This is an optimization exercise on Yosys and OpenROAD, whose aim is small area, a short achievable clock period and few clock cycles per item, not a production implementation. Only simulation tests tie the RTL to the original design; equivalence was not proved.

==> flow/design.v, too long to show whole: its modules and the start of the top module <==
// module fpu_expand: 20 lines
// module fpu_rsh: 15 lines
// module fpu_clz: 43 lines
// module fpu_mul: 3634 lines
// module fpu_fadd: 61 lines
// module fpu_fcmp: 37 lines
// module fpu_padd: 40 lines
// module fpu_lt: 20 lines
// module fpu: 135 lines
module fpu (
    input wire clk,
    input wire rst,
    input wire [31:0] fpscr,
    input wire in_valid,
    input wire [15:0] in_raw,
    input wire [3:0] in_fop,
    input wire [31:0] in_frl,
    input wire [31:0] in_frh,
    input wire [31:0] in_fr0,
    output reg out_valid,
    output reg out_t,
    output reg out_t_wen,
    output reg [31:0] out_fpul,
    output reg out_fpul_wen,
    output reg out_wen,
    output reg [3:0] out_wdst,
    output reg out_wbank,
    output reg [31:0] out_wdata
);
  // ...
==> flow/flow/run.sh <==
#!/bin/bash
# 1. the standard synthesis.
# 2. polarity.py flips full adders (a full adder is self-dual) to remove
#    most inverters between them; registers and their names are untouched.
set -euo pipefail
R=orfs/results/$FLOW_PLATFORM/fpu/base
bash standard.sh synth > synth.log 2>&1
python3 flow/polarity.py $R/1_2_yosys.v polar.v > polarity.log 2>&1
mkdir -p synth_std
cp $R/1_2_yosys.v synth_std/
rm -rf orfs
bash standard.sh SYNTH_NETLIST_FILES=$PWD/polar.v SETUP_SLACK_MARGIN=12 finish > standard_flow.log 2>&1
==> flow/flow/polarity.py <==
#!/usr/bin/env python3
"""Remove inverters around full-adder cells of a flat sky130 netlist written by
Yosys.  A full adder is self-dual: FA(~a,~b,~c) = (~sum, ~cout).  Each fa cell
may be flipped (inputs and outputs complemented); a greedy search picks the
flips that leave the fewest inverters, then the netlist is rewritten with one
inverter per signal that still needs its complement.
usage: polarity.py IN.v OUT.v"""
import re
import sys
from collections import defaultdict

INV = re.compile(r'sky130_fd_sc_hd__(clk)?inv_\d+$')
FA = re.compile(r'sky130_fd_sc_hd__fa_\d+$')
OUTPINS = {'X', 'Y', 'Q', 'Q_N', 'SUM', 'COUT', 'HI', 'LO'}

text = re.sub(r"\(\*.*?\*\)", "", open(sys.argv[1]).read())
# split the module body into statements
m = re.search(r'(module\s+\w+\s*\(.*?\);)(.*)(endmodule)', text, re.S)
head, body, tail = m.group(1), m.group(2), m.group(3)
stmts = [s.strip() for s in re.split(r';\s*\n', body) if s.strip()]

cells = []   # [type, name, {pin: net}]
other = []   # declarations, assigns
cell_re = re.compile(r'^(sky130_fd_sc_hd__\w+)\s+(\S+)\s*\((.*)\)$', re.S)
pin_re = re.compile(r'\.(\w+)\(\s*((?:\\\S+\s*)|[^()]*?)\s*\)')
for s in stmts:
    mm = cell_re.match(s)
    if mm:
        pins = {p: n.strip() for p, n in pin_re.findall(mm.group(3))}
        cells.append([mm.group(1), mm.group(2), pins])
    else:
        other.append(s)

# drivers
driver = {}
for i, (t, n, pins) in enumerate(cells):
    for p, net in pins.items():
        if p in OUTPINS:
            driver[net] = i

def is_inv(i):
    return INV.match(cells[i][0]) is not None

def base(net):
    """(base net, parity) following inverter chains"""
    par = 0
    seen = 0
    while net in driver and is_inv(driver[net]) and seen < 10:
        net = cells[driver[net]][2]['A']
        par ^= 1
        seen += 1
    return net, par

# loads: for every non-inverter cell input pin, the (base, parity) it wants
# nets read by assigns or ports are kept with their polarity
demand = defaultdict(lambda: [0, 0])   # base -> [count wanting +, count wanting -]
pins_of = []   # (cell index, pin, base, parity)
for i, (t, n, pins) in enumerate(cells):
    if is_inv(i):
        continue
    for p, net in pins.items():
        if p in OUTPINS:
            continue
        b, par = base(net)
        pins_of.append((i, p, b, par))

# nets used outside cells (assigns, module ports) keep their exact net
kept = set()
for s in other:
    if s.startswith('assign'):
        for tok in re.findall(r'\\\S+|[A-Za-z_][\w$]*(?:\[\d+\])?', s[6:]):
            kept.add(tok)
portnames = set()
for s in other:
    mm = re.match(r'^(input|output)\s+(\[\d+:\d+\]\s*)?(\S+)$', s)
    if mm:
        portnames.add(mm.group(3))

def netname_base(net):
    return re.sub(r'\[\d+\]$', '', net)

ext = []  # (base, parity) demands from outside cells
for net in kept:
    if net in driver or True:
        b, par = base(net)
        if b != net:
            ext.append((b, par))
for net in list(driver):
    if netname_base(net) in portnames and is_inv(driver[net]):
        b, par = base(net)
        ext.append((b, par))

fas = [i for i, c in enumerate(cells) if FA.match(c[0])]
flip = {i: 0 for i in fas}
out_of = {}
for i in fas:
    for p in ('SUM', 'COUT'):
        if p in cells[i][2]:
            out_of[cells[i][2][p]] = i

def eff(i, b, par):
    """parity wanted by pin after flips: flip of the reading FA and of the FA driving b"""
    if i in flip:
        par ^= flip[i]
    if b in out_of:
        par ^= flip[out_of[b]]
    return par

def build_cost():
    need = defaultdict(lambda: [0, 0])
    for (i, p, b, par) in pins_of:
        need[b][eff(i, b, par)] += 1
    for (b, par) in ext:
        pp = par ^ (flip[out_of[b]] if b in out_of else 0)
        need[b][pp] += 1
    return need

need = build_cost()
def cost():
    return sum(1 for b, v in need.items() if v[1] > 0)
start = cost()

# incidence for local moves
touch = defaultdict(list)  # fa -> list of (pin record or ext) affected
for k, (i, p, b, par) in enumerate(pins_of):
    if i in flip:
        touch[i].append(('p', k))
    if b in out_of:
        touch[out_of[b]].append(('p', k))
for k, (b, par) in enumerate(ext):
    if b in out_of:
        touch[out_of[b]].append(('e', k))

def rec_par(kind, k):
    if kind == 'p':
        i, p, b, par = pins_of[k]
        return b, eff(i, b, par)
    b, par = ext[k]
    return b, par ^ (flip[out_of[b]] if b in out_of else 0)

def delta(f):
    affected = {}
    for kind, k in touch[f]:
        b, pp = rec_par(kind, k)
        affected.setdefault(b, list(need[b]))
    before = sum(1 for b in affected if need[b][1] > 0)
    tmp = {b: list(v) for b, v in affected.items()}
    for kind, k in touch[f]:
        b, pp = rec_par(kind, k)
        tmp[b][pp] -= 1
    flip[f] ^= 1
    for kind, k in touch[f]:
        b, pp = rec_par(kind, k)
        tmp[b][pp] += 1
    flip[f] ^= 1
    after = sum(1 for b in tmp if tmp[b][1] > 0)
    return after - before, tmp

import random
random.seed(1)
def apply(f, tmp):
    flip[f] ^= 1
    for b, v in tmp.items():
        need[b] = v
cur = cost()
best = cur
best_flip = dict(flip)
T = 1.0
steps = 200000
for step in range(steps):
    f = random.choice(fas)
    d, tmp = delta(f)
    if d <= 0 or random.random() < pow(2.718, -d / T):
        apply(f, tmp)
        cur += d
        if cur < best:
            best = cur
            best_flip = dict(flip)
    T = max(0.05, 1.0 * (1 - step / steps))
flip.update(best_flip)
need = build_cost()
improved = True
while improved:
    improved = False
    for f in fas:
        d, tmp = delta(f)
        if d < 0:
            apply(f, tmp)
            improved = True
end = cost()
old_inv = sum(1 for i in range(len(cells)) if is_inv(i))
sys.stderr.write(f'polarity: {old_inv} inverters before, {start} signals needing one, {end} after {sum(flip.values())} flips\n')

# rewrite: nets of flipped FA outputs now carry the complement
newcells = []
invnet = {}
counter = [0]
decls = []
def comp_of(b):
    """net carrying ~b (b is the name of a base net's logical signal)"""
    if b not in invnet:
        counter[0] += 1
        nn = f'_pol{counter[0]}_'
        decls.append(f'  wire {nn};')
        newcells.append(['sky130_fd_sc_hd__inv_1', f'_polinv{counter[0]}_', {'A': b, 'Y': nn}])
        invnet[b] = nn
    return invnet[b]

def net_for(b, par):
    # the net b itself carries b' = b ^ (flip of its driver); want b ^ par (in original terms)
    pp = par ^ (flip[out_of[b]] if b in out_of else 0)
    return b if pp == 0 else comp_of(b)

for i, (t, n, pins) in enumerate(cells):
    if is_inv(i):
        continue
    newpins = dict(pins)
    for p, net in pins.items():
        if p in OUTPINS:
            continue
        b, par = base(net)
        newpins[p] = net_for(b, par ^ flip.get(i, 0))
    newcells.append([t, n, newpins])

# nets that were inverter outputs and are still used by assigns/ports: drive them again
used_outside = set(kept)
for net, i in driver.items():
    if is_inv(i) and (net in used_outside or netname_base(net) in portnames):
        b, par = base(net)
        src = net_for(b, par ^ 0)
        # net must equal original signal 'net' = b ^ par
        src = net_for(b, par)
        newcells.append(['sky130_fd_sc_hd__buf_1', f'_polbuf_{len(newcells)}_', {'A': src, 'X': net}])
# a net that had a flipped FA output and is read outside keeps its original value
for b, i in out_of.items():
    if flip[i] and (b in used_outside or netname_base(b) in portnames):
        sys.stderr.write(f'warning: flipped output {b} used outside\n')

out = [head]
for s in other:
    out.append('  ' + s + ' ;')
out.extend(decls)
for t, n, pins in newcells:
    ps = ',\n'.join(f'    .{p}({net}{" " if net.startswith(chr(92)) else ""})' for p, net in pins.items())
    out.append(f'  {t} {n} (\n{ps}\n  );')
out.append(tail)
open(sys.argv[2], 'w').write('\n'.join(out) + '\n')
==> flow/standard.sh <==
#!/bin/bash
# synth_recipe.tcl (not shown) runs the flow's synth.tcl, then flattens the netlist and writes it again
# the make line also repeats each setting of config.mk as NAME=value (left out here)
make -C /OpenROAD-flow-scripts/flow DESIGN_CONFIG=/design/flow/config.mk WORK_HOME=/design/flow/orfs CLKGATE_MAP_FILE= SYNTH_SCRIPT=/design/flow/synth_recipe.tcl "${@:-finish}"
==> flow/config.mk <==
export PLATFORM = sky130hd
export DESIGN_NAME = fpu
export DESIGN_NICKNAME = fpu
export VERILOG_FILES = /design/flow/design.v
export SDC_FILE = /design/flow/constraint.sdc
export NUM_CORES = 4
export LEC_CHECK = 0
export ABC_AREA = 1
export CAP_MARGIN = 20
export CORE_MARGIN = 2
export CORE_UTILIZATION = 40
export PLACE_DENSITY = 0.6
export SLEW_MARGIN = 20
==> flow/constraint.sdc <==
create_clock -name core_clock -period 25.0 [get_ports {clk}]
set_input_delay 5.0000 -clock core_clock [delete_from_list [all_inputs] [get_ports {clk}]]
set_output_delay 5.0000 -clock core_clock [all_outputs]
set_load 0.01 [all_outputs]
==> flow_summary.yaml, run 1 <==
cts:
  cts_tree: "done"
  cts.path.max_buffers: 2
  cts_resized: 265
timing:
  setup_viol: 0
  layout_min_cycle_time_ns: 12.86
  timing.fmax_ghz: 0.07779
  fin_crit_sh_pct: 51.42
setup_path:
  crit_path_end_kind: "output pin"
  crit_chain: "clkdlybuf4s50_1, inv_1, ha_1, nand2_1, o21ai_0, a311oi_2, nand3_1, xor2_1, o21a_1, o211ai_1, nand3_1, a32o_1, dlygate4sd2_1"
  crit_cells: 13
floorplanning:
  rows: 100
  num_io_pins: 225
flow_run:
  maxCapViolCount: 0
final_layout:
  nFillCells: 7475
  n_clock_buffer: 9
placed_design:
  numPlacedInstances: 5174
  dp_hpwl_um: 91300
  placed_area_sq_mm: 0.03246
global_routing:
  grt_usage_pct: 30.65
  grt_use_met3_pct: 6.724
run_status:
  outcome: "no timing/DRC/antenna violations"
drt:
  ant_nets: 0
Testbench counts, summed over its fixed seeds: cycles 2,056, ops 2,048.
==> run 2, diff against run 1 <==
--- a/flow/flow/run.sh
+++ b/flow/flow/run.sh
@@ -10,3 +10,3 @@
 cp $R/1_2_yosys.v synth_std/
 rm -rf orfs
-bash standard.sh SYNTH_NETLIST_FILES=$PWD/polar.v SETUP_SLACK_MARGIN=12 finish > standard_flow.log 2>&1
+bash standard.sh SYNTH_NETLIST_FILES=$PWD/polar.v SETUP_SLACK_MARGIN=12.4 finish > standard_flow.log 2>&1
==> run 2 against run 1 <==
  * Setup slack improved by 0.11 ns
  * Via count grew 3.6%
  * Largest cell class unchanged
==> flow_summary.yaml, run 2 <==
cts:
  clock_sinks: 90
  cts.clk_slew.worst_paths_ns: 0.08
  cts.path.max_buffers: 2
  htreeDepth: 3
  cts_buffers: 9
  cts_root_buf: "clkbuf_16"
  cts_tree: "done"
  cts_hold_buffers: 0
setup_path:
  startpoint_type: "flop"
  cpMostUsedCell: "nand2_1"
  critPathRequiredTime_ns: 20.00
  cp_slowest_cell: "or3b_4"
  crit_path_end_kind: "output pin"
  cp_max_fo: 7
  crit_arrival_ns: 7.75
  critPathMaxStageDelay_ns: 0.40
  path_class: "reg -> out"
synth:
  synth_cells: 4157
  syn-cell-area_sq_mm: 0.03014
  syn_avg_cell_area_sq_um: 7.250
  ys_warn_count: 0
timing:
  rsz0062_at_grt: "true"
  layout_min_cycle_time_ns: 12.75
  setup_tns_ns: 0
  fin_crit_sh_pct: 51.00
  drv_slew: 0
  worstMarginPinSlew_ns: 1.141
  hold_viol: 0
  relSlewSlack_pct: 23.26
  layout_setup_ws_ns: 12.25
  timing.fmax_ghz: 0.07844
  setup_viol: 0
drt:
  vias: 31520
  drt_first_pass_iters: 6
  wl_um: 129800
  post_drt_wl_per_cell_um: 23.50
  drtIter0Drc: 3977
  ant_nets: 0
  drc: 0
  vias_per_cell: 5.705
placed_design:
  placed_area_sq_mm: 0.03243
  io_buffers: 147
  pre_cts_ws_ns: 8.586
  dp_hpwl_um: 90610
  numPlacedInstances: 5170
  place.gp.congestion: 0.9866
final_layout:
  most-common-layout-cells: "nand2_1, inv_1, fa_1"
  stdcell_area_sq_mm: 0.03790
  top_regs: "r_big (25), r_sml (25), r_base (10)"
  drive_gt1_share_pct: 19.72
  area_delta_synth_final_pct: 25.74
  fin_nets: 5438
  finalNonFillerCells: 5524
  mostFrequentLayoutCell: "nand2_1"
floorplanning:
  num_io_pins: 225
  dieHeight_um: 278.5
  core_sq_mm: 0.07457
  dieArea_sq_mm: 0.07756
  rows: 100
  initial_utilization_pct: 40.42
  dieWidth_um: 278.5
global_routing:
  grt_pass1_wl_um: 189400
  grt.overflow.total: 0
  grt_max_degree: 50
  grt_usage_pct: 32.38
  grt_pass1_vias: 30240
  antenna_found_initial: 5
flow_run:
  maxCapViolCount: 0
run_status:
  outcome: "no timing/DRC/antenna violations"
worst_hold_path:
  hold_class: "in -> reg"
## run 2: worst paths after layout
path | from | slack, ns | end | cells past startpoint
worst max-delay path | r_sh[1] | 12.25 | out_wdata[17] | 53
worst min-delay path | fpscr[21] | 5.08 | r_tag[4] | 1
## run 2: layout make-up
type,instances,area (sq um)
Antenna cell,1,2.502
Clock buffer,9,225.2
Clock inverter,7,76.32
Fill cell,7234,36670
Inverter,595,2397
Multi-Input combinational cell,3317,26910
Sequential cell,90,1821
Tap cell,969,1212
Timing Repair Buffer,534,5236
Timing Repair inverter,2,15.01
## run 2: stage by stage
step | hold slack, ns | util, %
6_report | 5.083 | 50.82
3_5_place_dp | 5.454 | 43.49
5_1_grt | 5.075 | 50.82
3_3_place_gp | 5.450 | 43.49
4_1_cts | 5.077 | 48.31
2_1_floorplan | 5.028 | -
## run 2: layer usage
layer	track usage (%)	vias to the layer above	wire [um]
li1	-	13840	-
met1	43.42	15100	50880
met2	48.00	2031	54150
met3	8.672	538	15980
met4	16.18	4	8741
met5	0.6879	-	84
## run 2: timing repair
item	CTS	global route
resized for setup	519	366
endpoints found under the setup margin	110	108
pin swaps	78	111
setup buffers	216	91
gates cloned	19	11
## run 2: critical path: cells and delay by family, from the launching register on
kind                       cells  cell delay, ns
AOI/OAI and AO/OA             14            2.03
DFF                            1            0.39
buffers and inverters         13            1.73
adders and majority gates      2            0.60
and+or+nand+nor               23            2.41
xor gates and xnor gates       1            0.20

[afterwards: timing with drivers on the ports]
How much do the figures lean on ideal ports? The routed layouts below were timed once more, with nothing changed but the port constraints.
Step 1 sets driving cells, clkbuf_16 on the clock port and buf_2 on the other inputs (assumed; they add their load-dependent delay and slew).
Step 2, shift: input delay + t, output delay - t, t = (earliest + latest rising clock arrival at the registers) / 2. This alone moves slack from input paths to output paths.
a / b / c = ideal / step 1 / step 2; a / b = the first two.
run	t (ns)	setup slack, ns	worst hold slack (ns)
run 1	0.374	12.145 / 12.068 / 11.853	5.092 / 5.085 / 5.459
run 2	0.400	12.251 / 12.202 / 11.907	5.083 / 5.059 / 5.459
After both steps setup and hold are still met in every run listed. For run 2, which loses most, drivers alone change the setup slack by -0.049 ns; drivers and shift together by -0.344 ns.
